Background: an optimization exercise with open tools, aiming at small area, a short achievable clock period and few clock cycles per item. Do not read the settings as production practice.
Function was checked by simulation only, so behaviour that the tests miss may differ from the original.
Power is estimated from default activity; no workload was simulated.

`design/flow/config.mk`:
```
export PLATFORM = sky130hd
export DESIGN_NAME = fc_layer
export DESIGN_NICKNAME = fc_layer
export VERILOG_FILES = /design/flow/design.v
export SDC_FILE = /design/flow/constraint.sdc
export NUM_CORES = 4
export LEC_CHECK = 0
export CAP_MARGIN = 20
export CORE_AREA = 5 5 435 435
export DIE_AREA = 0 0 440 440
export SETUP_SLACK_MARGIN = 3.5
export SLEW_MARGIN = 20
export SYNTH_HIERARCHICAL = 1
export SYNTH_MINIMUM_KEEP_SIZE = 0
```
`design/flow/constraint.sdc`:
```
create_clock -name core_clock -period 10.0 [get_ports {clk}]
set_input_delay 2.0000 -clock core_clock [delete_from_list [all_inputs] [get_ports {clk}]]
set_output_delay 2.0000 -clock core_clock [all_outputs]
set_load 0.01 [all_outputs]
```
`design/flow/design.v`:
```
`timescale 1ns/1ps
module fc_layer #(
    parameter INPUT_SIZE  = 16,
    parameter OUTPUT_SIZE = 8,
    parameter DATA_WIDTH  = 8
)(
    input  logic                          clk,
    input  logic                          reset,
    input  logic                          start,
    output logic                          done,
    input  logic signed [INPUT_SIZE*DATA_WIDTH-1:0]  input_data_flat,
    input  logic signed [OUTPUT_SIZE*INPUT_SIZE*DATA_WIDTH-1:0] weights_flat,
    input  logic signed [OUTPUT_SIZE*DATA_WIDTH-1:0]            bias_flat,
    output logic signed [OUTPUT_SIZE*DATA_WIDTH-1:0] output_data_flat
);
    logic [3:0] st;
    logic       valid;    
    logic       first, last, en;
    assign first = st[0];
    assign last  = st[3];
    assign en    = !first || start;
    always_ff @(posedge clk or posedge reset) begin
        if (reset) begin
            st    <= 4'b0001;
            done  <= 1'b0;
            valid <= 1'b0;
        end else begin
            if (en) st <= {st[2:0], st[3]};
            done <= last;
            if (last) valid <= 1'b1;
        end
    end
    logic [15:0] sgn, neg, one, two;
    logic [15:0] sgnn, onen, twon, nz;
    always_comb begin
        for (int j = 0; j < 16; j++) begin
            logic b2, b1, b0;
            b2 = (st[0] & input_data_flat[8*j+1]) | (st[1] & input_data_flat[8*j+3]) |
                 (st[2] & input_data_flat[8*j+5]) | (st[3] & input_data_flat[8*j+7]);
            b1 = (st[0] & input_data_flat[8*j+0]) | (st[1] & input_data_flat[8*j+2]) |
                 (st[2] & input_data_flat[8*j+4]) | (st[3] & input_data_flat[8*j+6]);
            b0 = (st[1] & input_data_flat[8*j+1]) | (st[2] & input_data_flat[8*j+3]) |
                 (st[3] & input_data_flat[8*j+5]);
            sgn[j] = b2;
            one[j] = b1 ^ b0;
            two[j] = (b2 & !b1 & !b0) | (!b2 & b1 & b0);
            neg[j] = b2 & !(b1 & b0);
            sgnn[j] = !sgn[j];
            onen[j] = !one[j];
            twon[j] = !two[j];
            nz[j]   = one[j] | two[j];
        end
    end
    logic [4:0] e;
    fc_popcount u_pc (.n(neg), .e(e));
    localparam logic [15:0] K0 = 16'hB000;
    logic [13:0] s_q  [OUTPUT_SIZE];
    logic [13:0] c_q  [OUTPUT_SIZE];
    logic [7:0]  lo_q [OUTPUT_SIZE];
    for (genvar i = 0; i < OUTPUT_SIZE; i++) begin : g_out
        logic [143:0] pp;
        logic [15:0]  as_, ac_;
        logic [15:2]  so, co;
        logic [1:0]   r;
        always_comb begin
            as_ = first ? {{8{bias_flat[8*i+7]}}, bias_flat[8*i +: 8]} : {2'b00, s_q[i]};
            ac_ = first ? K0 : {2'b00, c_q[i]};
        end
        for (genvar j = 0; j < 16; j++) begin : g_row
            logic [7:0] wnn;
            assign wnn = ~(weights_flat[8*(16*i+j) +: 8] ^ {8{sgn[j]}});
            fc_sel u_s0 (.a1(onen[j]), .a2(wnn[0]), .b1(twon[j]), .b2(sgnn[j]), .y(pp[9*j]));
            for (genvar t = 1; t < 8; t++) begin : g_bit
                fc_sel u_s (.a1(onen[j]), .a2(wnn[t]), .b1(twon[j]), .b2(wnn[t-1]), .y(pp[9*j+t]));
            end
            assign pp[9*j+8] = ~(nz[j] & ~wnn[7]);   
        end
        fc_csa u_csa (.pp(pp), .as_(as_), .ac_(ac_), .e(e), .r(r), .so(so), .co(co));
        always_ff @(posedge clk) begin
            if (en) begin
                s_q[i][7:0] <= so[9:2];
                c_q[i][7:0] <= co[9:2];
                lo_q[i]     <= {r, lo_q[i][7:2]};
            end
            s_q[i][13:8] <= so[15:10];
            c_q[i][13:8] <= co[15:10];
        end
        logic [7:0]  hi;
        logic [15:0] acc;
        assign hi  = s_q[i][7:0] + c_q[i][7:0];
        assign acc = {hi, lo_q[i]};
        always_comb begin
            if (!valid)
                output_data_flat[8*i +: 8] = 8'h00;
            else if (!acc[15] && acc[14:7] != 8'h00)
                output_data_flat[8*i +: 8] = 8'h7f;
            else if (acc[15] && acc[14:7] != 8'hff)
                output_data_flat[8*i +: 8] = 8'h80;
            else
                output_data_flat[8*i +: 8] = acc[7:0];
        end
    end
endmodule
module fc_sel (
    input  logic a1, a2, b1, b2,
    output logic y
);
    assign y = !((a1 | a2) & (b1 | b2));
endmodule
module fc_popcount (
  input  logic [15:0] n,
  output logic [4:0]  e
);
  wire ps1, pc2;
  fc_fa u_ps1 (.a(n[0]), .b(n[1]), .c(n[2]), .s(ps1), .co(pc2));
  wire ps3, pc4;
  fc_fa u_ps3 (.a(n[3]), .b(n[4]), .c(n[5]), .s(ps3), .co(pc4));
  wire ps5, pc6;
  fc_fa u_ps5 (.a(n[6]), .b(n[7]), .c(n[8]), .s(ps5), .co(pc6));
  wire ps7, pc8;
  fc_fa u_ps7 (.a(n[9]), .b(n[10]), .c(n[11]), .s(ps7), .co(pc8));
  wire ps9, pc10;
  fc_fa u_ps9 (.a(n[12]), .b(n[13]), .c(n[14]), .s(ps9), .co(pc10));
  wire ps11, pc12;
  fc_fa u_ps11 (.a(n[15]), .b(ps1), .c(ps3), .s(ps11), .co(pc12));
  wire ps13, pc14;
  fc_fa u_ps13 (.a(ps5), .b(ps7), .c(ps9), .s(ps13), .co(pc14));
  wire ps15, pc16;
  fc_ha u_ps15 (.a(ps11), .b(ps13), .s(ps15), .co(pc16));
  wire ps17, pc18;
  fc_fa u_ps17 (.a(pc2), .b(pc4), .c(pc6), .s(ps17), .co(pc18));
  wire ps19, pc20;
  fc_fa u_ps19 (.a(pc8), .b(pc10), .c(pc12), .s(ps19), .co(pc20));
  wire ps21, pc22;
  fc_fa u_ps21 (.a(pc14), .b(ps17), .c(pc16), .s(ps21), .co(pc22));
  wire ps23, pc24;
  fc_ha u_ps23 (.a(ps19), .b(ps21), .s(ps23), .co(pc24));
  wire ps25, pc26;
  fc_fa u_ps25 (.a(pc18), .b(pc20), .c(pc22), .s(ps25), .co(pc26));
  wire ps27, pc28;
  fc_ha u_ps27 (.a(pc24), .b(ps25), .s(ps27), .co(pc28));
  wire ps29, pc30;
  fc_ha u_ps29 (.a(pc26), .b(pc28), .s(ps29), .co(pc30));
  assign e[0] = ps15;
  assign e[1] = ps23;
  assign e[2] = ps27;
  assign e[3] = ps29;
  assign e[4] = pc30;
endmodule
module fc_csa (
  input  logic [143:0] pp,
  input  logic [15:0]  as_,
  input  logic [15:0]  ac_,
  input  logic [4:0]   e,
  output logic [1:0]   r,
  output logic [15:2]  so,
  output logic [15:2]  co
);
  wire ts1, tc2;
  fc_fa u_ts1 (.a(as_[0]), .b(ac_[0]), .c(pp[0]), .s(ts1), .co(tc2));
  wire ts3, tc4;
  fc_fa u_ts3 (.a(pp[9]), .b(pp[18]), .c(pp[27]), .s(ts3), .co(tc4));
  wire ts5, tc6;
  fc_fa u_ts5 (.a(pp[36]), .b(pp[45]), .c(pp[54]), .s(ts5), .co(tc6));
  wire ts7, tc8;
  fc_fa u_ts7 (.a(pp[63]), .b(pp[72]), .c(pp[81]), .s(ts7), .co(tc8));
  wire ts9, tc10;
  fc_fa u_ts9 (.a(pp[90]), .b(pp[99]), .c(pp[108]), .s(ts9), .co(tc10));
  wire ts11, tc12;
  fc_fa u_ts11 (.a(pp[117]), .b(pp[126]), .c(pp[135]), .s(ts11), .co(tc12));
  wire ts13, tc14;
  fc_fa u_ts13 (.a(ts1), .b(ts3), .c(ts5), .s(ts13), .co(tc14));
  wire ts15, tc16;
  fc_fa u_ts15 (.a(ts7), .b(ts9), .c(ts11), .s(ts15), .co(tc16));
  wire ts17, tc18;
  fc_fa u_ts17 (.a(ts13), .b(ts15), .c(e[0]), .s(ts17), .co(tc18));
  wire ts19, tc20;
  fc_fa u_ts19 (.a(as_[1]), .b(ac_[1]), .c(pp[1]), .s(ts19), .co(tc20));
  wire ts21, tc22;
  fc_fa u_ts21 (.a(pp[10]), .b(pp[19]), .c(pp[28]), .s(ts21), .co(tc22));
  wire ts23, tc24;
  fc_fa u_ts23 (.a(pp[37]), .b(pp[46]), .c(pp[55]), .s(ts23), .co(tc24));
  wire ts25, tc26;
  fc_fa u_ts25 (.a(pp[64]), .b(pp[73]), .c(pp[82]), .s(ts25), .co(tc26));
  wire ts27, tc28;
  fc_fa u_ts27 (.a(pp[91]), .b(pp[100]), .c(pp[109]), .s(ts27), .co(tc28));
  wire ts29, tc30;
  fc_fa u_ts29 (.a(pp[118]), .b(pp[127]), .c(pp[136]), .s(ts29), .co(tc30));
  wire ts31, tc32;
  fc_fa u_ts31 (.a(tc2), .b(tc4), .c(tc6), .s(ts31), .co(tc32));
  wire ts33, tc34;
  fc_fa u_ts33 (.a(tc8), .b(tc10), .c(tc12), .s(ts33), .co(tc34));
  wire ts35, tc36;
  fc_fa u_ts35 (.a(ts19), .b(ts21), .c(ts23), .s(ts35), .co(tc36));
  wire ts37, tc38;
  fc_fa u_ts37 (.a(ts25), .b(ts27), .c(ts29), .s(ts37), .co(tc38));
  wire ts39, tc40;
  fc_fa u_ts39 (.a(tc14), .b(tc16), .c(ts31), .s(ts39), .co(tc40));
  wire ts41, tc42;
  fc_fa u_ts41 (.a(ts33), .b(ts35), .c(ts37), .s(ts41), .co(tc42));
  wire ts43, tc44;
  fc_fa u_ts43 (.a(ts39), .b(ts41), .c(tc18), .s(ts43), .co(tc44));
  wire ts45, tc46;
  fc_ha u_ts45 (.a(e[1]), .b(ts43), .s(ts45), .co(tc46));
  wire ts47, tc48;
  fc_fa u_ts47 (.a(as_[2]), .b(ac_[2]), .c(pp[2]), .s(ts47), .co(tc48));
  wire ts49, tc50;
  fc_fa u_ts49 (.a(pp[11]), .b(pp[20]), .c(pp[29]), .s(ts49), .co(tc50));
  wire ts51, tc52;
  fc_fa u_ts51 (.a(pp[38]), .b(pp[47]), .c(pp[56]), .s(ts51), .co(tc52));
  wire ts53, tc54;
  fc_fa u_ts53 (.a(pp[65]), .b(pp[74]), .c(pp[83]), .s(ts53), .co(tc54));
  wire ts55, tc56;
  fc_fa u_ts55 (.a(pp[92]), .b(pp[101]), .c(pp[110]), .s(ts55), .co(tc56));
  wire ts57, tc58;
  fc_fa u_ts57 (.a(pp[119]), .b(pp[128]), .c(pp[137]), .s(ts57), .co(tc58));
  wire ts59, tc60;
  fc_fa u_ts59 (.a(tc20), .b(tc22), .c(tc24), .s(ts59), .co(tc60));
  wire ts61, tc62;
  fc_fa u_ts61 (.a(tc26), .b(tc28), .c(tc30), .s(ts61), .co(tc62));
  wire ts63, tc64;
  fc_fa u_ts63 (.a(ts47), .b(ts49), .c(ts51), .s(ts63), .co(tc64));
  wire ts65, tc66;
  fc_fa u_ts65 (.a(ts53), .b(ts55), .c(ts57), .s(ts65), .co(tc66));
  wire ts67, tc68;
  fc_fa u_ts67 (.a(tc32), .b(tc34), .c(tc36), .s(ts67), .co(tc68));
  wire ts69, tc70;
  fc_fa u_ts69 (.a(tc38), .b(ts59), .c(ts61), .s(ts69), .co(tc70));
  wire ts71, tc72;
  fc_fa u_ts71 (.a(ts63), .b(ts65), .c(tc40), .s(ts71), .co(tc72));
  wire ts73, tc74;
  fc_fa u_ts73 (.a(tc42), .b(ts67), .c(ts69), .s(ts73), .co(tc74));
  wire ts75, tc76;
  fc_fa u_ts75 (.a(ts71), .b(ts73), .c(tc44), .s(ts75), .co(tc76));
  wire ts77, tc78;
  fc_ha u_ts77 (.a(e[2]), .b(tc46), .s(ts77), .co(tc78));
  wire ts79, tc80;
  fc_fa u_ts79 (.a(as_[3]), .b(ac_[3]), .c(pp[3]), .s(ts79), .co(tc80));
  wire ts81, tc82;
  fc_fa u_ts81 (.a(pp[12]), .b(pp[21]), .c(pp[30]), .s(ts81), .co(tc82));
  wire ts83, tc84;
  fc_fa u_ts83 (.a(pp[39]), .b(pp[48]), .c(pp[57]), .s(ts83), .co(tc84));
  wire ts85, tc86;
  fc_fa u_ts85 (.a(pp[66]), .b(pp[75]), .c(pp[84]), .s(ts85), .co(tc86));
  wire ts87, tc88;
  fc_fa u_ts87 (.a(pp[93]), .b(pp[102]), .c(pp[111]), .s(ts87), .co(tc88));
  wire ts89, tc90;
  fc_fa u_ts89 (.a(pp[120]), .b(pp[129]), .c(pp[138]), .s(ts89), .co(tc90));
  wire ts91, tc92;
  fc_fa u_ts91 (.a(tc48), .b(tc50), .c(tc52), .s(ts91), .co(tc92));
  wire ts93, tc94;
  fc_fa u_ts93 (.a(tc54), .b(tc56), .c(tc58), .s(ts93), .co(tc94));
  wire ts95, tc96;
  fc_fa u_ts95 (.a(ts79), .b(ts81), .c(ts83), .s(ts95), .co(tc96));
  wire ts97, tc98;
  fc_fa u_ts97 (.a(ts85), .b(ts87), .c(ts89), .s(ts97), .co(tc98));
  wire ts99, tc100;
  fc_fa u_ts99 (.a(tc60), .b(tc62), .c(tc64), .s(ts99), .co(tc100));
  wire ts101, tc102;
  fc_fa u_ts101 (.a(tc66), .b(ts91), .c(ts93), .s(ts101), .co(tc102));
  wire ts103, tc104;
  fc_fa u_ts103 (.a(ts95), .b(ts97), .c(tc68), .s(ts103), .co(tc104));
  wire ts105, tc106;
  fc_fa u_ts105 (.a(tc70), .b(ts99), .c(ts101), .s(ts105), .co(tc106));
  wire ts107, tc108;
  fc_fa u_ts107 (.a(tc72), .b(tc74), .c(ts103), .s(ts107), .co(tc108));
  wire ts109, tc110;
  fc_fa u_ts109 (.a(ts105), .b(ts107), .c(tc76), .s(ts109), .co(tc110));
  wire ts111, tc112;
  fc_ha u_ts111 (.a(e[3]), .b(tc78), .s(ts111), .co(tc112));
  wire ts113, tc114;
  fc_fa u_ts113 (.a(as_[4]), .b(ac_[4]), .c(pp[4]), .s(ts113), .co(tc114));
  wire ts115, tc116;
  fc_fa u_ts115 (.a(pp[13]), .b(pp[22]), .c(pp[31]), .s(ts115), .co(tc116));
  wire ts117, tc118;
  fc_fa u_ts117 (.a(pp[40]), .b(pp[49]), .c(pp[58]), .s(ts117), .co(tc118));
  wire ts119, tc120;
  fc_fa u_ts119 (.a(pp[67]), .b(pp[76]), .c(pp[85]), .s(ts119), .co(tc120));
  wire ts121, tc122;
  fc_fa u_ts121 (.a(pp[94]), .b(pp[103]), .c(pp[112]), .s(ts121), .co(tc122));
  wire ts123, tc124;
  fc_fa u_ts123 (.a(pp[121]), .b(pp[130]), .c(pp[139]), .s(ts123), .co(tc124));
  wire ts125, tc126;
  fc_fa u_ts125 (.a(tc80), .b(tc82), .c(tc84), .s(ts125), .co(tc126));
  wire ts127, tc128;
  fc_fa u_ts127 (.a(tc86), .b(tc88), .c(tc90), .s(ts127), .co(tc128));
  wire ts129, tc130;
  fc_fa u_ts129 (.a(ts113), .b(ts115), .c(ts117), .s(ts129), .co(tc130));
  wire ts131, tc132;
  fc_fa u_ts131 (.a(ts119), .b(ts121), .c(ts123), .s(ts131), .co(tc132));
  wire ts133, tc134;
  fc_fa u_ts133 (.a(tc92), .b(tc94), .c(tc96), .s(ts133), .co(tc134));
  wire ts135, tc136;
  fc_fa u_ts135 (.a(tc98), .b(ts125), .c(ts127), .s(ts135), .co(tc136));
  wire ts137, tc138;
  fc_fa u_ts137 (.a(ts129), .b(ts131), .c(tc100), .s(ts137), .co(tc138));
  wire ts139, tc140;
  fc_fa u_ts139 (.a(tc102), .b(ts133), .c(ts135), .s(ts139), .co(tc140));
  wire ts141, tc142;
  fc_fa u_ts141 (.a(tc104), .b(tc106), .c(ts137), .s(ts141), .co(tc142));
  wire ts143, tc144;
  fc_fa u_ts143 (.a(ts139), .b(tc108), .c(ts141), .s(ts143), .co(tc144));
  wire ts145, tc146;
  fc_fa u_ts145 (.a(e[4]), .b(ts143), .c(tc110), .s(ts145), .co(tc146));
  wire ts147, tc148;
  fc_fa u_ts147 (.a(as_[5]), .b(ac_[5]), .c(pp[5]), .s(ts147), .co(tc148));
  wire ts149, tc150;
  fc_fa u_ts149 (.a(pp[14]), .b(pp[23]), .c(pp[32]), .s(ts149), .co(tc150));
  wire ts151, tc152;
  fc_fa u_ts151 (.a(pp[41]), .b(pp[50]), .c(pp[59]), .s(ts151), .co(tc152));
  wire ts153, tc154;
  fc_fa u_ts153 (.a(pp[68]), .b(pp[77]), .c(pp[86]), .s(ts153), .co(tc154));
  wire ts155, tc156;
  fc_fa u_ts155 (.a(pp[95]), .b(pp[104]), .c(pp[113]), .s(ts155), .co(tc156));
  wire ts157, tc158;
  fc_fa u_ts157 (.a(pp[122]), .b(pp[131]), .c(pp[140]), .s(ts157), .co(tc158));
  wire ts159, tc160;
  fc_fa u_ts159 (.a(tc114), .b(tc116), .c(tc118), .s(ts159), .co(tc160));
  wire ts161, tc162;
  fc_fa u_ts161 (.a(tc120), .b(tc122), .c(tc124), .s(ts161), .co(tc162));
  wire ts163, tc164;
  fc_fa u_ts163 (.a(ts147), .b(ts149), .c(ts151), .s(ts163), .co(tc164));
  wire ts165, tc166;
  fc_fa u_ts165 (.a(ts153), .b(ts155), .c(ts157), .s(ts165), .co(tc166));
  wire ts167, tc168;
  fc_fa u_ts167 (.a(tc126), .b(tc128), .c(tc130), .s(ts167), .co(tc168));
  wire ts169, tc170;
  fc_fa u_ts169 (.a(tc132), .b(ts159), .c(ts161), .s(ts169), .co(tc170));
  wire ts171, tc172;
  fc_fa u_ts171 (.a(ts163), .b(ts165), .c(tc134), .s(ts171), .co(tc172));
  wire ts173, tc174;
  fc_fa u_ts173 (.a(tc136), .b(ts167), .c(ts169), .s(ts173), .co(tc174));
  wire ts175, tc176;
  fc_fa u_ts175 (.a(tc138), .b(tc140), .c(ts171), .s(ts175), .co(tc176));
  wire ts177, tc178;
  fc_fa u_ts177 (.a(ts173), .b(tc142), .c(ts175), .s(ts177), .co(tc178));
  wire ts179, tc180;
  fc_ha u_ts179 (.a(tc144), .b(ts177), .s(ts179), .co(tc180));
  wire ts181, tc182;
  fc_fa u_ts181 (.a(as_[6]), .b(ac_[6]), .c(pp[6]), .s(ts181), .co(tc182));
  wire ts183, tc184;
  fc_fa u_ts183 (.a(pp[15]), .b(pp[24]), .c(pp[33]), .s(ts183), .co(tc184));
  wire ts185, tc186;
  fc_fa u_ts185 (.a(pp[42]), .b(pp[51]), .c(pp[60]), .s(ts185), .co(tc186));
  wire ts187, tc188;
  fc_fa u_ts187 (.a(pp[69]), .b(pp[78]), .c(pp[87]), .s(ts187), .co(tc188));
  wire ts189, tc190;
  fc_fa u_ts189 (.a(pp[96]), .b(pp[105]), .c(pp[114]), .s(ts189), .co(tc190));
  wire ts191, tc192;
  fc_fa u_ts191 (.a(pp[123]), .b(pp[132]), .c(pp[141]), .s(ts191), .co(tc192));
  wire ts193, tc194;
  fc_fa u_ts193 (.a(tc148), .b(tc150), .c(tc152), .s(ts193), .co(tc194));
  wire ts195, tc196;
  fc_fa u_ts195 (.a(tc154), .b(tc156), .c(tc158), .s(ts195), .co(tc196));
  wire ts197, tc198;
  fc_fa u_ts197 (.a(ts181), .b(ts183), .c(ts185), .s(ts197), .co(tc198));
  wire ts199, tc200;
  fc_fa u_ts199 (.a(ts187), .b(ts189), .c(ts191), .s(ts199), .co(tc200));
  wire ts201, tc202;
  fc_fa u_ts201 (.a(tc160), .b(tc162), .c(tc164), .s(ts201), .co(tc202));
  wire ts203, tc204;
  fc_fa u_ts203 (.a(tc166), .b(ts193), .c(ts195), .s(ts203), .co(tc204));
  wire ts205, tc206;
  fc_fa u_ts205 (.a(ts197), .b(ts199), .c(tc168), .s(ts205), .co(tc206));
  wire ts207, tc208;
  fc_fa u_ts207 (.a(tc170), .b(ts201), .c(ts203), .s(ts207), .co(tc208));
  wire ts209, tc210;
  fc_fa u_ts209 (.a(tc172), .b(tc174), .c(ts205), .s(ts209), .co(tc210));
  wire ts211, tc212;
  fc_fa u_ts211 (.a(ts207), .b(tc176), .c(ts209), .s(ts211), .co(tc212));
  wire ts213, tc214;
  fc_ha u_ts213 (.a(tc178), .b(ts211), .s(ts213), .co(tc214));
  wire ts215, tc216;
  fc_fa u_ts215 (.a(as_[7]), .b(ac_[7]), .c(pp[7]), .s(ts215), .co(tc216));
  wire ts217, tc218;
  fc_fa u_ts217 (.a(pp[16]), .b(pp[25]), .c(pp[34]), .s(ts217), .co(tc218));
  wire ts219, tc220;
  fc_fa u_ts219 (.a(pp[43]), .b(pp[52]), .c(pp[61]), .s(ts219), .co(tc220));
  wire ts221, tc222;
  fc_fa u_ts221 (.a(pp[70]), .b(pp[79]), .c(pp[88]), .s(ts221), .co(tc222));
  wire ts223, tc224;
  fc_fa u_ts223 (.a(pp[97]), .b(pp[106]), .c(pp[115]), .s(ts223), .co(tc224));
  wire ts225, tc226;
  fc_fa u_ts225 (.a(pp[124]), .b(pp[133]), .c(pp[142]), .s(ts225), .co(tc226));
  wire ts227, tc228;
  fc_fa u_ts227 (.a(tc182), .b(tc184), .c(tc186), .s(ts227), .co(tc228));
  wire ts229, tc230;
  fc_fa u_ts229 (.a(tc188), .b(tc190), .c(tc192), .s(ts229), .co(tc230));
  wire ts231, tc232;
  fc_fa u_ts231 (.a(ts215), .b(ts217), .c(ts219), .s(ts231), .co(tc232));
  wire ts233, tc234;
  fc_fa u_ts233 (.a(ts221), .b(ts223), .c(ts225), .s(ts233), .co(tc234));
  wire ts235, tc236;
  fc_fa u_ts235 (.a(tc194), .b(tc196), .c(tc198), .s(ts235), .co(tc236));
  wire ts237, tc238;
  fc_fa u_ts237 (.a(tc200), .b(ts227), .c(ts229), .s(ts237), .co(tc238));
  wire ts239, tc240;
  fc_fa u_ts239 (.a(ts231), .b(ts233), .c(tc202), .s(ts239), .co(tc240));
  wire ts241, tc242;
  fc_fa u_ts241 (.a(tc204), .b(ts235), .c(ts237), .s(ts241), .co(tc242));
  wire ts243, tc244;
  fc_fa u_ts243 (.a(tc206), .b(tc208), .c(ts239), .s(ts243), .co(tc244));
  wire ts245, tc246;
  fc_fa u_ts245 (.a(ts241), .b(tc210), .c(ts243), .s(ts245), .co(tc246));
  wire ts247, tc248;
  fc_ha u_ts247 (.a(tc212), .b(ts245), .s(ts247), .co(tc248));
  wire ts249, tc250;
  fc_fa u_ts249 (.a(as_[8]), .b(ac_[8]), .c(pp[8]), .s(ts249), .co(tc250));
  wire ts251, tc252;
  fc_fa u_ts251 (.a(pp[17]), .b(pp[26]), .c(pp[35]), .s(ts251), .co(tc252));
  wire ts253, tc254;
  fc_fa u_ts253 (.a(pp[44]), .b(pp[53]), .c(pp[62]), .s(ts253), .co(tc254));
  wire ts255, tc256;
  fc_fa u_ts255 (.a(pp[71]), .b(pp[80]), .c(pp[89]), .s(ts255), .co(tc256));
  wire ts257, tc258;
  fc_fa u_ts257 (.a(pp[98]), .b(pp[107]), .c(pp[116]), .s(ts257), .co(tc258));
  wire ts259, tc260;
  fc_fa u_ts259 (.a(pp[125]), .b(pp[134]), .c(pp[143]), .s(ts259), .co(tc260));
  wire ts261, tc262;
  fc_fa u_ts261 (.a(tc216), .b(tc218), .c(tc220), .s(ts261), .co(tc262));
  wire ts263, tc264;
  fc_fa u_ts263 (.a(tc222), .b(tc224), .c(tc226), .s(ts263), .co(tc264));
  wire ts265, tc266;
  fc_fa u_ts265 (.a(ts249), .b(ts251), .c(ts253), .s(ts265), .co(tc266));
  wire ts267, tc268;
  fc_fa u_ts267 (.a(ts255), .b(ts257), .c(ts259), .s(ts267), .co(tc268));
  wire ts269, tc270;
  fc_fa u_ts269 (.a(tc228), .b(tc230), .c(tc232), .s(ts269), .co(tc270));
  wire ts271, tc272;
  fc_fa u_ts271 (.a(tc234), .b(ts261), .c(ts263), .s(ts271), .co(tc272));
  wire ts273, tc274;
  fc_fa u_ts273 (.a(ts265), .b(ts267), .c(tc236), .s(ts273), .co(tc274));
  wire ts275, tc276;
  fc_fa u_ts275 (.a(tc238), .b(ts269), .c(ts271), .s(ts275), .co(tc276));
  wire ts277, tc278;
  fc_fa u_ts277 (.a(tc240), .b(tc242), .c(ts273), .s(ts277), .co(tc278));
  wire ts279, tc280;
  fc_fa u_ts279 (.a(ts275), .b(tc244), .c(ts277), .s(ts279), .co(tc280));
  wire ts281, tc282;
  fc_ha u_ts281 (.a(tc246), .b(ts279), .s(ts281), .co(tc282));
  wire ts283, tc284;
  fc_fa u_ts283 (.a(as_[9]), .b(ac_[9]), .c(tc250), .s(ts283), .co(tc284));
  wire ts285, tc286;
  fc_fa u_ts285 (.a(tc252), .b(tc254), .c(tc256), .s(ts285), .co(tc286));
  wire ts287, tc288;
  fc_fa u_ts287 (.a(tc258), .b(tc260), .c(tc262), .s(ts287), .co(tc288));
  wire ts289, tc290;
  fc_fa u_ts289 (.a(tc264), .b(tc266), .c(tc268), .s(ts289), .co(tc290));
  wire ts291, tc292;
  fc_fa u_ts291 (.a(ts283), .b(ts285), .c(tc270), .s(ts291), .co(tc292));
  wire ts293, tc294;
  fc_fa u_ts293 (.a(tc272), .b(ts287), .c(ts289), .s(ts293), .co(tc294));
  wire ts295, tc296;
  fc_fa u_ts295 (.a(tc274), .b(tc276), .c(ts291), .s(ts295), .co(tc296));
  wire ts297, tc298;
  fc_fa u_ts297 (.a(ts293), .b(tc278), .c(ts295), .s(ts297), .co(tc298));
  wire ts299, tc300;
  fc_ha u_ts299 (.a(tc280), .b(ts297), .s(ts299), .co(tc300));
  wire ts301, tc302;
  fc_fa u_ts301 (.a(as_[10]), .b(ac_[10]), .c(tc284), .s(ts301), .co(tc302));
  wire ts303, tc304;
  fc_fa u_ts303 (.a(tc286), .b(tc288), .c(tc290), .s(ts303), .co(tc304));
  wire ts305, tc306;
  fc_fa u_ts305 (.a(ts301), .b(tc292), .c(tc294), .s(ts305), .co(tc306));
  wire ts307, tc308;
  fc_fa u_ts307 (.a(ts303), .b(tc296), .c(ts305), .s(ts307), .co(tc308));
  wire ts309, tc310;
  fc_ha u_ts309 (.a(tc298), .b(ts307), .s(ts309), .co(tc310));
  wire ts311, tc312;
  fc_fa u_ts311 (.a(as_[11]), .b(ac_[11]), .c(tc302), .s(ts311), .co(tc312));
  wire ts313, tc314;
  fc_fa u_ts313 (.a(tc304), .b(ts311), .c(tc306), .s(ts313), .co(tc314));
  wire ts315, tc316;
  fc_ha u_ts315 (.a(tc308), .b(ts313), .s(ts315), .co(tc316));
  wire ts317, tc318;
  fc_fa u_ts317 (.a(as_[12]), .b(ac_[12]), .c(tc312), .s(ts317), .co(tc318));
  wire ts319, tc320;
  fc_ha u_ts319 (.a(ts317), .b(tc314), .s(ts319), .co(tc320));
  wire ts321, tc322;
  fc_fa u_ts321 (.a(as_[13]), .b(ac_[13]), .c(tc318), .s(ts321), .co(tc322));
  wire ts323, tc324;
  fc_ha u_ts323 (.a(as_[14]), .b(ac_[14]), .s(ts323), .co(tc324));
  wire ts325, tc326;
  fc_ha u_ts325 (.a(as_[15]), .b(ac_[15]), .s(ts325), .co(tc326));
  assign r[0] = ts17;
  assign r[1] = ts45;
  assign so[2] = ts75;
  assign co[2] = ts77;
  assign so[3] = ts109;
  assign co[3] = ts111;
  assign so[4] = tc112;
  assign co[4] = ts145;
  assign so[5] = tc146;
  assign co[5] = ts179;
  assign so[6] = tc180;
  assign co[6] = ts213;
  assign so[7] = tc214;
  assign co[7] = ts247;
  assign so[8] = tc248;
  assign co[8] = ts281;
  assign so[9] = tc282;
  assign co[9] = ts299;
  assign so[10] = tc300;
  assign co[10] = ts309;
  assign so[11] = tc310;
  assign co[11] = ts315;
  assign so[12] = tc316;
  assign co[12] = ts319;
  assign so[13] = tc320;
  assign co[13] = ts321;
  assign so[14] = tc322;
  assign co[14] = ts323;
  assign so[15] = tc324;
  assign co[15] = ts325;
endmodule
module fc_fa (
  input  logic a, b, c,
  output logic s, co
);
  assign s  = a ^ b ^ c;
  assign co = (a & b) | (a & c) | (b & c);
endmodule
module fc_ha (
  input  logic a, b,
  output logic s, co
);
  assign s  = a ^ b;
  assign co = a & b;
endmodule
```
`design/flow/flow/run.sh`:
```
#!/bin/bash
# The standard layout, except that the ports are buffered with sky130_fd_sc_hd__buf_1
# rather than the delay buffer buffer_ports picks by itself.
set -euo pipefail
bash standard.sh "BUFFER_PORTS_ARGS=-buffer_cell sky130_fd_sc_hd__buf_1" finish > run_make.log 2>&1
```
`design/flow/standard.sh`:
```
#!/bin/bash
# synth_recipe.tcl (not shown) runs the flow's synth.tcl, then flattens the netlist and writes it again
# the make line also repeats each setting of config.mk as NAME=value (left out here)
make -C /OpenROAD-flow-scripts/flow DESIGN_CONFIG=/design/flow/config.mk WORK_HOME=/design/flow/orfs CLKGATE_MAP_FILE= SYNTH_SCRIPT=/design/flow/synth_recipe.tcl "${@:-finish}"
```
==> metrics.yaml, run 1 <==
placement:
  portBuffers: 1283
  place_area_um2: 66600
  post-place-cells: 8638
  hpwlAfterDp_um: 309400
  gp_congestion: 1.034
sta:
  setup_tns_ns: 0
  hold_viol_final: 0
  slew_headroom_pct: 30.39
  fin_crit_sh_pct: 66.53
  max_freq_ghz: 0.1503
  setup_viol: 0
  skew_ns: 0.05492
  worst_slew_pin_slew_ns: 1.044
  hold_slack_ns: 0.4497
  rsz0062_at_grt: "true"
  report.final.slew_viol_count: 0
  min_period_ns: 6.653
critical_path:
  critPathTopFamily: "adder cells"
  worst-path-stages: 13
  start_kind: "input pin"
  cp_cell_sequence: "buf_1, a22oi_2, nand2_4, buf_12, xnor2_1, o22ai_1, fa_1, fa_1, fa_1, fa_1, fa_1, fa_1, ha_1"
  arrival_ns: 7.09
  cp-end-kind: "flip-flop"
  path_buf_inv: 2
  cp.required_ns: 10.44
  critPathSlowestCell: "xnor2_1"
  crit_top_cell: "fa_1"
  crit_type: "in -> reg"
  ff2ff_path_depth: 13
  critPathMaxStageDelay_ns: 0.76
  crit_path_max_fanout: 34
synthesis:
  synth.top_cell.area_share_pct: 41.25
  ys.flop_type: "edfxtp_1"
  syn_avg_cell_area_um2: 11.48
  ys_types: 61
  synth.top_cells.by_count: "1,219 x fa_1, 1,043 x xnor2_1, 1,024 x o22ai_1"
  async_flop_share_pct: 2.041
  synthTopCellsByArea: "fa_1 41%, xnor2_1 15%, o22ai_1 11%"
  yosysWarnings: 10
  synth-edff-count: 192
  ys_ff_latch: 294
  synth_seq_area_share_pct: 13.25
  yosys.cell_count.top_type: "fa_1"
  yosys.area.top_type: "fa_1"
  syn_inst: 5155
  syn_area_um2: 59170
drt:
  drtIter0Drc: 7275
  finalWirelength_um: 421300
  first_pass_iters: 8
  ant_nets: 0
  drc: 0
  post_drt_wl_per_cell_um: 46.45
  vias: 56837
  vias_per_cell: 6.266
min_path:
  min_path_cells: 0
  hp-class: "reg -> reg"
floorplanning:
  row_count: 157
  io_pins: 1284
  dieHeight_um: 440
  core_um2: 183500
  initial_utilization_pct: 32.25
  die_area_um2: 193600
  die_w_um: 440
cells_and_area:
  final_core_util_pct: 42.65
  fin_area_um2: 78250
  final_nets: 9131
  drive_gt1_share_pct: 23.31
  area_growth_pct: 32.26
  final_cell_count_no_fill: 9070
  fillCellCount: 17688
grt:
  grt_usage_pct: 40.50
  grt_pass1_vias: 57524
  antenna_found_initial: 78
  grt_overflow: 0
  grt_pass1_wl_um: 521500
  grt_max_degree: 67
clocking:
  path_clk_slew_ns: 0.06
  cts_tree: "done"
  cts_num_sinks: 294
  cts_root_buf: "clkbuf_16"
  cts_made_buffers: 47
  clk_latency_ns: 0.70
  cts_hold_buf: 0
  clk_path_buf_depth: 3
  htree_levels: 2
job:
  cap_violations: 0
status:
  run_status: "finished clean"
power:
  leakage_nw: 30.08
  ir_worst_vdd_mv: 0.1327
  p_per_area_nw_per_um2: 95.29
## timing repair
action | CTS | global route
cloned | 31 | 24
endpoints found under the setup margin | 191 | 115
setup buffers | 165 | 70
resized for setup | 392 | 725
pin swaps | 58 | 130
## area by class of cell
class	count	area [um^2]	area share, %
diodes	54	135.1	0.1727
clock buffers	61	1364	1.743
clock inverters	27	257.7	0.3294
inverters	100	701.9	0.8970
multi-input cells	4365	54490	69.64
flip-flops and latches	294	7848	10.03
well taps	2464	3083	3.940
repair buffers	1696	10300	13.17
repair inverters	9	67.56	0.08634
## power by group
part	leakage, nW	internal [mW]	switching [mW]	total, mW
Combinational	26.3	1.58	2.04	3.62
Clock	0.812	1.04	0.763	1.81
Sequential	3.01	1.80	0.229	2.03
Total	30.1	4.42	3.03	7.46
## final timing paths
| check | from | to | slack (ns) |
|---|---|---|---|
| max | input_data_flat[121] | c_q[6][6] | 3.35 |
| min | lo_q[4][3] | lo_q[4][1] | 0.45 |
| max reg2reg | st[1] | c_q[5][2] | 3.54 |
| min reg2reg | lo_q[4][3] | lo_q[4][1] | 0.45 |
| max in group asynchronous | reset | st[0] | 8.49 |
| min in group asynchronous | reset | valid | 1.22 |
## per-module statistics from Yosys, one instance, submodules excluded
module / cells inside / area [um^2] / flip-flops and latches / times used
fc_csa: 30 / 225.2 / 0 / 8
fc_fa: 1 / 20.02 / 0 / 1211
fc_layer: 2567 / 25330 / 294 / 1
fc_sel: 1 / 6.256 / 0 / 1024
fc_popcount: 5 / 37.54 / 0 / 1
fc_ha: 1 / 12.51 / 0 / 108
## metal layers
metal	vias up	GRT usage, %	part of all wire [%]
met5	-	0.9829	0.19
met4	28	29.27	9.8
met3	1428	13.07	13
met2	5042	59.22	42
met1	29315	50.13	36
li1	21024	-	-
## worst reg2reg max path, stage by stage, from the launching register on
cell and delay (ns):
dfrtp_2 1.02, buf_4 0.42, a22oi_2 0.16, nand2_8 0.22, buf_4 0.53, xnor2_4 0.25, o22ai_1 0.40, fa_1 0.53
fa_1 0.45, fa_1 0.44, fa_1 0.42, fa_2 0.42, fa_1 0.54, fa_1 0.41
## per-stage QoR
step	setup slack (ns)	total power, mW
finish	3.347	7.456
global route	3.376	7.963
CTS	3.436	7.346
detailed placement	1.259	5.462
global placement	1.304	5.402
floorplan	2.721	5.127
## flip-flops by register name (all words and copies together), names as in the netlist
signal  flops
valid       1
lo_q       64
st          4
done        1
s_q       112
c_q       112
## logic make-up (layout without fill, tap and decap cells)
group / Yosys count / after routing / synth area share (%)
fa+ha+maj: 1399 / 1399 / 45.05
other cells: 1 / 62 / 0.006338
xor+xnor: 1075 / 1075 / 15.95
mux: 60 / 60 / 1.142
simple gates: 479 / 484 / 4.325
compound gates: 1339 / 1339 / 14.82
buf+inv: 508 / 1893 / 5.456
flops: 294 / 294 / 13.25
## placed cells by master (no fill, tap or decap), types with 133 or more instances in the layout
master / instances
xnor2_2: 259
fa_2: 166
xnor2_1: 713
nand2b_1: 133
o22ai_1: 811
edfxtp_1: 192
fa_1: 1053
ha_1: 161
buf_1: 1281
o22ai_2: 208
buf_4: 210
Testbench counts, summed over its fixed seeds: cycles 1,920, inferences 384.
==> inputs of run 2 (changes only) <==
--- a/design/flow/config.mk
+++ b/design/flow/config.mk
@@ -13,2 +13,3 @@
 export SYNTH_HIERARCHICAL = 1
 export SYNTH_MINIMUM_KEEP_SIZE = 0
+export TNS_END_PERCENT = 20
==> run 2 against run 1 <==
Final area shrank 0.92%. Critical endpoint is now c_q[7][7]. Core utilization shrank 0.39 points. Largest cell class unchanged. Maximum frequency grew 0.21%. Clock power shrank 3%. Setup slack gained 0.014 ns. Clock skew shrank 0.023 ns. Power shrank 0.98%. Count of clock-buffer cells in the layout shrank 6. Via count grew 0.92%. Synthesized cell count is the same.
==> metrics.yaml, run 2 <==
drt:
  vias_per_cell: 6.304
  drc: 0
  vias: 57359
  ant_nets: 0
  post_drt_wl_per_cell_um: 47.18
  drtIter0Drc: 7890
  first_pass_iters: 8
  finalWirelength_um: 429300
power:
  leakage_nw: 29.73
  p_per_area_nw_per_um2: 95.23
  ir_worst_vdd_mv: 0.1194
clocking:
  cts_root_buf: "clkbuf_16"
  htree_levels: 2
  clk_latency_ns: 0.69
  cts_num_sinks: 294
  path_clk_slew_ns: 0.06
  cts_hold_buf: 0
  cts_made_buffers: 45
  clk_path_buf_depth: 3
  cts_tree: "done"
synthesis:
  syn_avg_cell_area_um2: 11.48
  syn_inst: 5155
  ys_types: 61
  yosys.cell_count.top_type: "fa_1"
  synthTopCellsByArea: "fa_1 41%, xnor2_1 15%, o22ai_1 11%"
  ys.flop_type: "edfxtp_1"
  synth.top_cells.by_count: "1,219 x fa_1, 1,043 x xnor2_1, 1,024 x o22ai_1"
  synth-edff-count: 192
  ys_ff_latch: 294
  yosys.area.top_type: "fa_1"
  yosysWarnings: 10
  synth_seq_area_share_pct: 13.25
  syn_area_um2: 59170
  synth.top_cell.area_share_pct: 41.25
  async_flop_share_pct: 2.041
critical_path:
  crit_path_max_fanout: 40
  critPathSlowestCell: "fa_1"
  start_kind: "input pin"
  critPathTopFamily: "adder cells"
  worstReg2RegEnd: "c_q[1][2]"
  r2r-start: "st[0]"
  arrival_ns: 7.07
  cp_cell_sequence: "buf_1, a22oi_2, nand2_8, buf_12, xnor2_1, o22ai_1, fa_1, fa_1, fa_1, fa_1, fa_1, fa_1, ha_1"
  crit_top_cell: "fa_1"
  cp-end-kind: "flip-flop"
  ff2ff_path_depth: 15
  path_buf_inv: 2
  critPathMaxStageDelay_ns: 0.55
  crit_type: "in -> reg"
  r2r_slack_ns: 3.57
  cp.required_ns: 10.43
grt:
  grt_pass1_wl_um: 528800
  grt_max_degree: 60
  grt_pass1_vias: 57914
  grt_overflow: 0
  antenna_found_initial: 122
  grt_usage_pct: 41.19
cells_and_area:
  final_cell_count_no_fill: 9099
  final-seq-area_um2: 7848
  multi_input_area_um2: 53660
  layout_common_cells: "1,280 x buf_1, 1,065 x fa_1, 821 x o22ai_1"
  drive_gt1_share_pct: 21.45
  area_growth_pct: 31.05
  mostFrequentLayoutCell: "buf_1"
  final_core_util_pct: 42.26
  final_nets: 9106
  largest_registers: "c_q (112), s_q (112), lo_q (64)"
  fillCellCount: 17741
sta:
  max_freq_ghz: 0.1506
  setup_viol: 0
  report.final.slew_viol_count: 0
  hold_viol_final: 0
  min_period_ns: 6.639
  hold_slack_ns: 0.4471
  fin_crit_sh_pct: 66.39
  rsz0062_at_grt: "true"
  worst_slew_pin_slew_ns: 0.9887
  setup_tns_ns: 0
  skew_ns: 0.03221
  slew_headroom_pct: 34.08
min_path:
  min_from: "lo_q[6][3]"
  min_path_cells: 0
  min_to: "lo_q[6][1]"
  hp-class: "reg -> reg"
placement:
  hpwlAfterDp_um: 310100
  gp_congestion: 1.107
  portBuffers: 1283
  post-place-cells: 8623
floorplanning:
  die_w_um: 440
  io_pins: 1284
  dieHeight_um: 440
  core_um2: 183500
  initial_utilization_pct: 32.25
  die_area_um2: 193600
  row_count: 157
job:
  cap_violations: 0
status:
  run_status: "finished clean"
-- run 2: cell counts after synthesis --
No cell type changed its count.
-- run 2: what timing repair did --
item	in CTS	in global routing
buffers inserted	158	62
pin swaps	50	116
cloned	34	28
endpoints found under the setup margin	195	126
gates resized for setup	491	563
-- run 2: worst reg2reg max path, stage by stage (launching register included) --
cell        delay, ns
dfstp_4          0.97
buf_6            0.43
a22oi_2          0.20
nand2_2          0.21
ha_4             0.25
clkinvlp_4       0.16
buf_8            0.15
buf_8            0.31
o22ai_2          0.14
fa_1             0.45
fa_1             0.62
fa_1             0.45
fa_1             0.41
fa_1             0.53
fa_1             0.43
fa_1             0.46
-- run 2: through the flow --
step / setup WS, ns / area [um^2] / total power, mW
2_1_floorplan: 2.720 / 59850 / 5.123
3_3_place_gp: 1.518 / 66130 / 5.381
3_5_place_dp: 1.570 / 66150 / 5.447
4_1_cts: 3.476 / 72840 / 7.292
5_1_grt: 3.390 / 77420 / 7.871
6_report: 3.361 / 77530 / 7.384
-- run 2: kinds of logic (layout without fill, tap and decap cells) --
logic type,after synthesis,after routing,synth area share (%)
AOI/OAI and AO/OA,1339,1339,14.82
DFF,294,294,13.25
and+or+nand+nor,479,484,4.325
buffers and inverters,508,1864,5.456
adders and majority gates,1399,1399,45.05
muxes,60,60,1.142
other,1,120,0.006338
xor gates and xnor gates,1075,1075,15.95
-- run 2: final cells by class --
class                           instances  share of cell area (%)
Antenna cell                          112                  0.3615
Multi-Input combinational cell       4365                   69.20
Sequential cell                       294                   10.12
Timing Repair Buffer                 1677                   13.40
Tap cell                             2464                   3.976
Timing Repair inverter                  5                 0.04841
Clock buffer                           55                   1.623
Inverter                              100                  0.8989
Clock inverter                         27                  0.3663
-- run 2: where the power goes --
group,switching [mW],total [mW],internal [mW]
Clock,0.733,1.75,1.02
Combinational,2.03,3.59,1.56
Sequential,0.237,2.04,1.80
Total,3.00,7.38,4.38
-- run 2: worst max-delay path by stage --
stage	from	end	slack, ns	depth (start not counted)
2_1_floorplan	input_data_flat[4]	c_q[0][2]	2.72	13
3_3_place_gp	input_data_flat[93]	c_q[0][2]	1.52	15
3_5_place_dp	input_data_flat[93]	c_q[0][2]	1.57	15
4_1_cts	input_data_flat[72]	c_q[5][2]	3.48	16
5_1_grt	input_data_flat[117]	c_q[6][5]	3.39	13
6_report	input_data_flat[121]	c_q[7][7]	3.36	13
-- run 2: routing by layer --
layer / wire length (um) / GRT usage, % / up-vias
met5: 262 / 0.07560 / -
met4: 42350 / 31.21 / 28
met2: 179700 / 59.80 / 5329
li1: - / - / 21053
met3: 55460 / 13.97 / 1482
met1: 151500 / 50.43 / 29467
-- run 2: per-module statistics from Yosys (local to each module, per instance) --
| module | copies in the design | flip-flops and latches |
|---|---|---|
| fc_layer | 1 | 294 |
| fc_csa | 8 | 0 |
| fc_popcount | 1 | 0 |
| fc_fa | 1211 | 0 |
| fc_ha | 108 | 0 |
| fc_sel | 1024 | 0 |
==> inputs of run 3 (changes only) <==
--- a/design/flow/config.mk
+++ b/design/flow/config.mk
@@ -9,5 +9,5 @@
 export CORE_AREA = 5 5 435 435
 export DIE_AREA = 0 0 440 440
-export SETUP_SLACK_MARGIN = 3.5
+export SETUP_SLACK_MARGIN = 3
 export SLEW_MARGIN = 20
 export SYNTH_HIERARCHICAL = 1
==> run 3 against run 2 <==
Worst hold slack barely moved. Count of clock-buffer cells in the layout rose by 11. Sequential cell count did not move. Via count fell by 4.2%. Core utilization fell by 4.2 points. Clock skew rose by 0.019 ns. Synthesized area did not move. Still clean on timing, DRC and antenna. Setup slack got worse by 0.40 ns. Combinational power fell by 4%. Maximum frequency fell by 5.6%.
==> metrics.yaml, run 3 <==
status:
  run_status: "finished clean"
clocking:
  cts_hold_buf: 0
  htree_levels: 2
  path_clk_slew_ns: 0.06
  cts_num_sinks: 294
  cts_made_buffers: 47
  cts_tree: "done"
  clk_path_buf_depth: 3
  clk_latency_ns: 0.69
  cts_root_buf: "clkbuf_16"
grt:
  antenna_found_initial: 100
  grt_overflow: 0
  use_met2_pct: 54.67
  grt_pass1_wl_um: 499800
  grt_max_degree: 108
  gr-usage-met3_pct: 13.50
  globalRoute.busiestLayer: "met2"
  grt_usage_pct: 38.54
  grtUsageMet1_pct: 47.20
  grt_pass1_vias: 57275
synthesis:
  yosys.cell_count.top_type: "fa_1"
  synthTopCellsByArea: "fa_1 41%, xnor2_1 15%, o22ai_1 11%"
  syn_area_um2: 59170
  synth_seq_area_share_pct: 13.25
  ys_ff_latch: 294
  synth-edff-count: 192
  yosys.area.top_type: "fa_1"
  yosysWarnings: 10
  syn_inst: 5155
  ys_types: 61
  async_flop_share_pct: 2.041
  synth.top_cell.area_share_pct: 41.25
  syn_avg_cell_area_um2: 11.48
  ys.flop_type: "edfxtp_1"
  synth.top_cells.by_count: "1,219 x fa_1, 1,043 x xnor2_1, 1,024 x o22ai_1"
cells_and_area:
  drive_gt1_share_pct: 9.781
  area_growth_pct: 17.95
  largest_registers: "c_q (112), s_q (112), lo_q (64)"
  layout_common_cells: "1,283 x buf_1, 1,204 x fa_1, 1,013 x xnor2_1"
  final_nets: 8930
  final_cell_count_no_fill: 8887
  fin_area_um2: 69790
  mostFrequentLayoutCell: "buf_1"
  final_core_util_pct: 38.04
floorplanning:
  core_um2: 183500
  io_pins: 1284
  dieHeight_um: 440
  row_count: 157
  die_w_um: 440
  initial_utilization_pct: 32.25
  die_area_um2: 193600
critical_path:
  crit_type: "in -> reg"
  critPathTopFamily: "adder cells"
  start_kind: "input pin"
  cp-end-kind: "flip-flop"
  critPathSlowestCell: "nand2_2"
  worst-path-stages: 15
  crit_path_max_fanout: 57
  ff2ff_path_depth: 15
  arrival_ns: 7.59
  critPathMaxStageDelay_ns: 0.62
  crit_top_cell: "fa_1"
  cp.required_ns: 10.56
  cp_cell_sequence: "buf_1, a22oi_2, nand2_2, ha_1, clkinvlp_4, buf_12, nand2_2, nand2b_1, fa_1, fa_1, fa_1, fa_1, fa_1, fa_1, ha_1"
  r2r_slack_ns: 3.14
  path_buf_inv: 3
min_path:
  min_path_cells: 0
  hp-class: "reg -> reg"
sta:
  slew_headroom_pct: 16.24
  rsz0062_at_grt: "true"
  max_freq_ghz: 0.1421
  report.final.slew_viol_count: 0
  skew_ns: 0.05088
  min_period_ns: 7.036
  worst_slew_pin_slew_ns: 1.247
  setup_tns_ns: 0
  final.setup.worst_slack_ns: 2.964
  hold_viol_final: 0
  fin_crit_sh_pct: 70.36
  setup_viol: 0
placement:
  post-place-cells: 8624
  hpwlAfterDp_um: 301000
  portBuffers: 1283
  place_area_um2: 66320
  gp_congestion: 1.075
  place_ws_ns: 1.469
drt:
  drc: 0
  post_drt_wl_per_cell_um: 43.65
  drtIter0Drc: 6911
  first_pass_iters: 8
  vias_per_cell: 6.181
  vias: 54931
  finalWirelength_um: 387900
  ant_nets: 0
power:
  p_per_area_nw_per_um2: 103.8
  leakage_nw: 26.80
  ir_worst_vdd_mv: 0.1548
job:
  cap_violations: 0
==> run 3: cell counts after synthesis <==
Identical to the previous run, type by type.
==> run 3: power by group <==
group | internal, mW | switching [mW]
Sequential | 1.80 | 0.222
Combinational | 1.49 | 1.94
Clock | 1.03 | 0.757
==> run 3: through the flow <==
step           power, mW  hold slack [ns]
3_3_place_gp       5.329           0.4326
3_5_place_dp       5.414           0.4332
5_1_grt            7.785           0.4559
6_report           7.241           0.4467
4_1_cts            7.252           0.4499
2_1_floorplan      5.107           0.3487
==> run 3: worst paths after layout <==
check | startpoint | end
worst max-delay path | input_data_flat[124] | c_q[4][8]
worst min-delay path | lo_q[5][6] | lo_q[5][4]
worst max register to register | st[0] | c_q[4][8]
worst min register to register | lo_q[5][6] | lo_q[5][4]
max in group asynchronous | reset | st[0]
min in group asynchronous | reset | valid
==> run 3: cell type report <==
cell class | instances | area, um^2
Antenna cell | 74 | 185.2
Tap cell | 2464 | 3083
Multi-Input combinational cell | 4362 | 49340
Timing Repair inverter | 4 | 27.53
Clock buffer | 66 | 1480
Clock inverter | 20 | 118.9
Inverter | 100 | 543.0
Fill cell | 18348 | 113700
Timing Repair Buffer | 1503 | 7161
Sequential cell | 294 | 7848
==> run 3: worst register-to-register path, stage by stage (launching register included) <==
cell and delay [ns]:
dfstp_4 0.95, buf_12 0.52, a22oi_1 0.22, nand2_2 0.22, ha_1 0.30, clkinvlp_4 0.23
buf_12 0.36, nand2_2 0.64, nand2b_1 0.32, fa_1 0.48, fa_1 0.41, fa_1 0.46
fa_1 0.40, fa_1 0.51, fa_1 0.42, ha_1 0.28
==> run 3: what timing repair did <==
| item | CTS | global route |
|---|---|---|
| pin swaps | 12 | 5 |
| gates cloned | 9 | 4 |
| setup endpoints to repair | 159 | 95 |
| endpoints found under the hold margin | 0 | 0 |
| setup buffers | 51 | 39 |
| gates resized for setup | 86 | 65 |
==> run 3: per-module statistics from Yosys (local to each module, per instance) <==
module       times used  cell area [um^2]  flip-flops and latches
fc_ha               108             12.51                       0
fc_sel             1024             6.256                       0
fc_fa              1211             20.02                       0
fc_csa                8             225.2                       0
fc_popcount           1             37.54                       0
fc_layer              1             25330                     294
==> run 3: metal layers <==
metal	up-vias	wire length, um
met5	-	228
met4	14	38830
met3	1371	47790
met2	5040	161100
met1	27946	140000
li1	20560	-
==> run 3: cell families (layout without fill, tap and decap cells) <==
group	Yosys count	after routing	synth area share [%]
AO/OA/AOI/OAI	1339	1339	14.82
XOR/XNOR	1075	1075	15.95
adder cells (fa/ha/maj)	1399	1399	45.05
buffers and inverters	508	1693	5.456
flip-flops	294	294	13.25
multiplexers	60	60	1.142
other	1	82	0.006338
AND/OR/NAND/NOR	479	481	4.325
==> inputs of run 4 (changes only) <==
--- a/design/flow/config.mk
+++ b/design/flow/config.mk
@@ -9,7 +9,7 @@
 export CORE_AREA = 5 5 435 435
 export DIE_AREA = 0 0 440 440
+export PLACE_DENSITY = 0.75
 export SETUP_SLACK_MARGIN = 3
 export SLEW_MARGIN = 20
 export SYNTH_HIERARCHICAL = 1
 export SYNTH_MINIMUM_KEEP_SIZE = 0
-export TNS_END_PERCENT = 20
==> run 4 against run 3 <==
Still clean on timing, DRC and antenna. Non-clock buffer count rose by 12. Core utilization increased by 0.33 points. Synthesized cell count did not move. Register-to-register slack gained 0.03 ns. Critical endpoint is now c_q[0][2]. Largest power group unchanged. Highest routed layer unchanged.
==> metrics.yaml, run 4 <==
synthesis:
  synthTopCellsByArea: "fa_1 41%, xnor2_1 15%, o22ai_1 11%"
  yosys.cell_count.top_type: "fa_1"
  synth.top_cells.by_count: "1,219 x fa_1, 1,043 x xnor2_1, 1,024 x o22ai_1"
  syn_avg_cell_area_um2: 11.48
  synth.top_cell.area_share_pct: 41.25
  synth-edff-count: 192
  ys.flop_type: "edfxtp_1"
  ys_types: 61
  yosysWarnings: 10
  yosys.area.top_type: "fa_1"
  syn_inst: 5155
  syn_area_um2: 59170
  async_flop_share_pct: 2.041
  synth_seq_area_share_pct: 13.25
  ys_ff_latch: 294
drt:
  post_drt_wl_per_cell_um: 44.24
  drc: 0
  first_pass_iters: 9
  drtIter0Drc: 8348
  vias: 55973
  finalWirelength_um: 394700
  ant_nets: 0
  vias_per_cell: 6.274
clocking:
  cts_root_buf: "clkbuf_16"
  cts_made_buffers: 45
  cts_tree: "done"
  cts_num_sinks: 294
  clk_latency_ns: 0.67
  htree_levels: 2
  cts_hold_buf: 0
  clk_path_buf_depth: 3
  path_clk_slew_ns: 0.06
placement:
  hpwlAfterDp_um: 310500
  gp_congestion: 1.087
  place_ws_ns: 1.500
  portBuffers: 1283
cells_and_area:
  layout_common_cells: "1,283 x buf_1, 1,204 x fa_1, 996 x xnor2_1"
  drive_gt1_share_pct: 10.55
  fillCellCount: 18274
  area_growth_pct: 18.98
  mostFrequentLayoutCell: "buf_1"
  final_nets: 8950
  largest_registers: "c_q (112), s_q (112), lo_q (64)"
floorplanning:
  core_um2: 183500
  die_w_um: 440
  row_count: 157
  io_pins: 1284
  die_area_um2: 193600
  dieHeight_um: 440
  initial_utilization_pct: 32.25
grt:
  grt_pass1_vias: 57512
  antenna_found_initial: 118
  grt_max_degree: 127
  grt_usage_pct: 38.95
  grt_overflow: 0
  grt_pass1_wl_um: 505200
sta:
  hold_viol_final: 0
  hold_slack_ns: 0.4512
  min_period_ns: 7.157
  slew_headroom_pct: 22.57
  skew_ns: 0.06862
  max_freq_ghz: 0.1397
  final.setup.worst_slack_ns: 2.843
  fin_crit_sh_pct: 71.57
  setup_tns_ns: 0
  worst_slew_pin_slew_ns: 1.153
  report.final.slew_viol_count: 0
  setup_viol: 0
  rsz0062_at_grt: "true"
min_path:
  hp-class: "reg -> reg"
critical_path:
  crit_path_max_fanout: 46
  arrival_ns: 7.56
  cp.required_ns: 10.41
  start_kind: "input pin"
  cp-end-kind: "flip-flop"
  crit_type: "in -> reg"
status:
  run_status: "finished clean"
power:
  leakage_nw: 26.97
  p_per_area_nw_per_um2: 103.3
  ir_worst_vdd_mv: 0.1217
job:
  cap_violations: 0
run 4: worst max-delay path: stages:
cell and delay, ns:
buf_1 0.19, a22oi_2 0.34, nand2_8 0.22, buf_12 0.25
xnor2_1 0.69, o22ai_1 0.22, fa_1 0.55, fa_1 0.44
fa_1 0.48, fa_1 0.46, fa_1 0.54, fa_1 0.45
fa_1 0.47
run 4: Yosys stat by module, one instance, submodules excluded:
| module | copies in the design | flops+latches |
|---|---|---|
| fc_popcount | 1 | 0 |
| fc_layer | 1 | 294 |
| fc_csa | 8 | 0 |
| fc_fa | 1211 | 0 |
| fc_ha | 108 | 0 |
| fc_sel | 1024 | 0 |
run 4: cells by family (layout without fill, tap and decap cells):
logic type / after synthesis / in the layout / share of synthesized area, %
muxes: 60 / 60 / 1.142
xor gates and xnor gates: 1075 / 1075 / 15.95
buffers and inverters: 508 / 1708 / 5.456
and+or+nand+nor: 479 / 485 / 4.325
DFF: 294 / 294 / 13.25
AOI/OAI and AO/OA: 1339 / 1340 / 14.82
other: 1 / 96 / 0.006338
adders and majority gates: 1399 / 1399 / 45.05
run 4: path summary, 6_finish.rpt:
check                                         start         end  slack, ns  depth (start not counted)
worst max-delay path            input_data_flat[87]   c_q[0][2]       2.84                         13
worst min-delay path                     lo_q[0][3]  lo_q[0][1]       0.45                          0
worst max register to register                st[0]   c_q[6][4]       3.17                         15
worst min register to register           lo_q[0][3]  lo_q[0][1]       0.45                          0
max in group asynchronous                     reset       st[3]       8.20                          2
min in group asynchronous                     reset        done       1.37                          2
run 4: final cells by class:
type | instances | area (um^2) | share of cell area (%)
sequential | 294 | 7848 | 11.15
clock inverter | 24 | 270.3 | 0.3839
timing repair inverter | 9 | 67.56 | 0.09598
antenna | 88 | 220.2 | 0.3128
tap | 2464 | 3083 | 4.379
multi-input combinational | 4367 | 49650 | 70.52
clock buffer | 60 | 1308 | 1.857
inverter | 100 | 544.3 | 0.7731
timing repair buffer | 1515 | 7411 | 10.53
run 4: what timing repair did:
item                                    4_1_cts  5_1_grt
gates resized for setup                     114       77
endpoints found under the hold margin         0        0
endpoints found under the setup margin      155       74
pin swaps                                    16       14
gates cloned                                 16        4
setup buffers                                70       37
run 4: power by group:
group,total [mW],leakage [nW],internal [mW],switching [mW]
clock network,1.77,0.764,1.01,0.756
logic,3.49,23.2,1.51,1.97
registers,2.02,3.01,1.80,0.224
total,7.28,27.0,4.32,2.95
run 4: metal layers:
metal  track usage (%)  share of wire (%)
met5                 0              0.045
met4             32.55                 10
met3             15.76                 14
met2             55.00                 41
met1             46.13                 34
run 4: stage by stage:
stage                     util, %  area, um^2  cells  power, mW
final                       38.37       70400   8921      7.275
after global routing        38.34       70340   8897      7.794
after CTS                   37.76       69280   8792      7.248
after detailed placement    36.15       66320   8622      5.444
after global placement      36.15       66320   8622      5.268
after floorplan                 -       59850   5162      5.107
==> inputs of run 5 (changes only) <==
--- a/design/flow/config.mk
+++ b/design/flow/config.mk
@@ -6,8 +6,8 @@
 export NUM_CORES = 4
 export LEC_CHECK = 0
+export ABC_CLOCK_PERIOD_IN_PS = 4000
 export CAP_MARGIN = 20
 export CORE_AREA = 5 5 435 435
 export DIE_AREA = 0 0 440 440
-export PLACE_DENSITY = 0.75
 export SETUP_SLACK_MARGIN = 3
 export SLEW_MARGIN = 20
==> run 5 against run 4 <==
Routed wire length fell by 1.7%. Combinational power down 2%. Register-to-register slack got worse by 0.03 ns. Still clean on timing, DRC and antenna. Critical path depth is 2 higher. Critical path type unchanged. Clock power hardly changed. Worst hold slack worse by 0.0045 ns. Maximum frequency is 1.7% higher. Critical endpoint is now c_q[4][8]. Synthesized cell count stayed put. Sequential power about the same. Power decreased by 0.47%. Count of clock-buffer cells in the layout increased by 6.
==> metrics.yaml, run 5 <==
status:
  run_status: "finished clean"
floorplanning:
  dieHeight_um: 440
  io_pins: 1284
  row_count: 157
  initial_utilization_pct: 32.25
  die_area_um2: 193600
  die_w_um: 440
  core_um2: 183500
cells_and_area:
  final_core_util_pct: 38.04
  largest_registers: "c_q (112), s_q (112), lo_q (64)"
  drive_gt1_share_pct: 9.781
  final_nets: 8930
  final_cell_count_no_fill: 8887
  layout_common_cells: "1,283 x buf_1, 1,204 x fa_1, 1,013 x xnor2_1"
  mostFrequentLayoutCell: "buf_1"
  fillCellCount: 18348
  area_growth_pct: 17.95
critical_path:
  crit_path_max_fanout: 57
  crit_type: "in -> reg"
  start_kind: "input pin"
  arrival_ns: 7.59
  cp.required_ns: 10.56
  cp-end-kind: "flip-flop"
placement:
  hpwlAfterDp_um: 301000
  post-place-cells: 8624
  portBuffers: 1283
  gp_congestion: 1.075
synthesis:
  yosys.area.top_type: "fa_1"
  synth.top_cells.by_count: "1,219 x fa_1, 1,043 x xnor2_1, 1,024 x o22ai_1"
  syn_inst: 5155
  syn_area_um2: 59170
  synth_seq_area_share_pct: 13.25
  synth-edff-count: 192
  ys.flop_type: "edfxtp_1"
  ys_types: 61
  synthTopCellsByArea: "fa_1 41%, xnor2_1 15%, o22ai_1 11%"
  synth.top_cell.area_share_pct: 41.25
  yosysWarnings: 10
  async_flop_share_pct: 2.041
  ys_ff_latch: 294
  syn_avg_cell_area_um2: 11.48
  yosys.cell_count.top_type: "fa_1"
clocking:
  clk_latency_ns: 0.69
  htree_levels: 2
  cts_made_buffers: 47
  path_clk_slew_ns: 0.06
  cts_tree: "done"
  cts_root_buf: "clkbuf_16"
  clk_path_buf_depth: 3
  cts_num_sinks: 294
sta:
  max_freq_ghz: 0.1421
  skew_ns: 0.05088
  fin_crit_sh_pct: 70.36
  setup_viol: 0
  report.final.slew_viol_count: 0
  hold_viol_final: 0
  worst_slew_pin_slew_ns: 1.247
  rsz0062_at_grt: "true"
  hold_slack_ns: 0.4467
  min_period_ns: 7.036
  setup_tns_ns: 0
  slew_headroom_pct: 16.24
grt:
  globalRoute.busiestLayer: "met2"
  grt_usage_pct: 38.54
  grt_pass1_vias: 57275
  gr-usage-met3_pct: 13.50
  grt_pass1_wl_um: 499800
  use_met2_pct: 54.67
  antenna_found_initial: 100
  grt_max_degree: 108
  grtUsageMet1_pct: 47.20
  grt_overflow: 0
power:
  p_per_area_nw_per_um2: 103.8
  leakage_nw: 26.80
  ir_worst_vdd_mv: 0.1548
  power_mw: 7.241
drt:
  vias_per_cell: 6.181
  ant_nets: 0
  vias: 54931
  drtIter0Drc: 6911
  first_pass_iters: 8
  post_drt_wl_per_cell_um: 43.65
  finalWirelength_um: 387900
  drc: 0
job:
  cap_violations: 0
min_path:
  hp-class: "reg -> reg"
run 5: cell counts after synthesis:
Identical to the previous run, type by type.
run 5: per-layer routing:
layer  vias up  part of all wire (%)
li1      20560                     -
met1     27946                    36
met2      5040                    42
met3      1371                    12
met4        14                    10
met5         -                 0.059
run 5: logic make-up (layout without fill, tap and decap cells):
family	after synthesis	in the layout	share of synthesized area, %
adders and majority gates	1399	1399	45.05
xor gates and xnor gates	1075	1075	15.95
other	1	82	0.006338
buffers and inverters	508	1693	5.456
and+or+nand+nor	479	481	4.325
AOI/OAI and AO/OA	1339	1339	14.82
muxes	60	60	1.142
DFF	294	294	13.25
run 5: through the flow:
step	worst slack [ns]	instance area, um^2
6_report	2.964	69790
3_3_place_gp	1.514	66300
4_1_cts	2.981	68910
3_5_place_dp	1.469	66320
5_1_grt	2.982	69710
2_1_floorplan	2.715	59850
run 5: per-module statistics from Yosys (local to each module, per instance):
module / times used / cell area, um^2 / flip-flops and latches / cells inside
fc_fa: 1211 / 20.02 / 0 / 1
fc_popcount: 1 / 37.54 / 0 / 5
fc_ha: 108 / 12.51 / 0 / 1
fc_sel: 1024 / 6.256 / 0 / 1
fc_csa: 8 / 225.2 / 0 / 30
fc_layer: 1 / 25330 / 294 / 2567
run 5: report_power, final:
part / internal (mW) / switching [mW] / total [mW]
clock: 1.03 / 0.757 / 1.79
sequential: 1.80 / 0.222 / 2.02
combinational: 1.49 / 1.94 / 3.43
run 5: final cells by class:
type | count | area, um^2 | share of cell area (%)
antenna | 74 | 185.2 | 0.2654
clock buffer | 66 | 1480 | 2.121
clock inverter | 20 | 118.9 | 0.1703
inverter | 100 | 543.0 | 0.7781
multi-input combinational | 4362 | 49340 | 70.70
sequential | 294 | 7848 | 11.25
tap | 2464 | 3083 | 4.418
timing repair buffer | 1503 | 7161 | 10.26
timing repair inverter | 4 | 27.53 | 0.03944
run 5: worst paths after layout:
kind | startpoint | slack [ns] | cells after the start | to
hold / removal | lo_q[5][6] | 0.45 | 0 | lo_q[5][4]
hold reg to reg | lo_q[5][6] | 0.45 | 0 | lo_q[5][4]
max in group asynchronous | reset | 8.43 | 2 | st[0]
setup / recovery | input_data_flat[124] | 2.96 | 15 | c_q[4][8]
setup reg to reg | st[0] | 3.14 | 15 | c_q[4][8]
min in group asynchronous | reset | 1.24 | 2 | valid
run 5: repair_timing:
item                       CTS  global route
buffers inserted            51            39
hold buffers                 0             0
resized for setup           86            65
pin swaps                   12             5
setup endpoints to repair  159            95
gates cloned                 9             4
run 5: worst max-delay path, cell delays in order:
cell,delay [ns]
buf_1,0.08
a22oi_2,0.40
nand2_2,0.23
ha_1,0.36
clkinvlp_4,0.23
buf_12,0.36
nand2_2,0.62
nand2b_1,0.29
fa_1,0.48
fa_1,0.41
fa_1,0.46
fa_1,0.40
fa_1,0.51
fa_1,0.42
ha_1,0.28

static timing again, ports no longer ideal:
The flow's constraints put no driver on any port. The routed layouts listed below were extracted and timed again, unchanged, in two steps. Step 1 (the two cells are an assumption about what drives the block):
set clk [get_ports {clk}]
set_driving_cell -lib_cell sky130_fd_sc_hd__clkbuf_16 $clk
set_driving_cell -lib_cell sky130_fd_sc_hd__buf_2 [delete_from_list [all_inputs] $clk]
Step 2 adds t to the input delays and takes it off the output delays; t is the mean of the earliest and latest rising clock arrival at the registers after step 1. Input paths then give back, and output paths get back, about the clock's delay inside the block. Slacks: ideal / step 1 / step 2; pairs: ideal / step 1.
| run | t, ns | setup WS [ns] | hold WS [ns] | clock arrival spread, ns | pins driven straight from the clock port |
|---|---|---|---|---|---|
| run 1 | 0.756 | 3.347 / 3.373 / 2.616 | 0.450 / 0.450 / 0.450 | 0.063 / 0.063 | 1 |
| run 2 | 0.766 | 3.361 / 3.432 / 2.666 | 0.447 / 0.447 / 0.447 | 0.040 / 0.040 | 1 |
| run 3 | 0.758 | 2.964 / 3.033 / 2.275 | 0.447 / 0.447 / 0.447 | 0.062 / 0.061 | 1 |
| run 4 | 0.734 | 2.843 / 2.908 / 2.174 | 0.451 / 0.451 / 0.451 | 0.074 / 0.074 | 1 |
| run 5 | 0.758 | 2.964 / 3.033 / 2.275 | 0.447 / 0.447 / 0.447 | 0.062 / 0.061 | 1 |
After both steps every run listed still meets setup and hold. The setup slack of run 1, which loses most, moves by +0.026 ns with the drivers and by -0.731 ns with both steps.
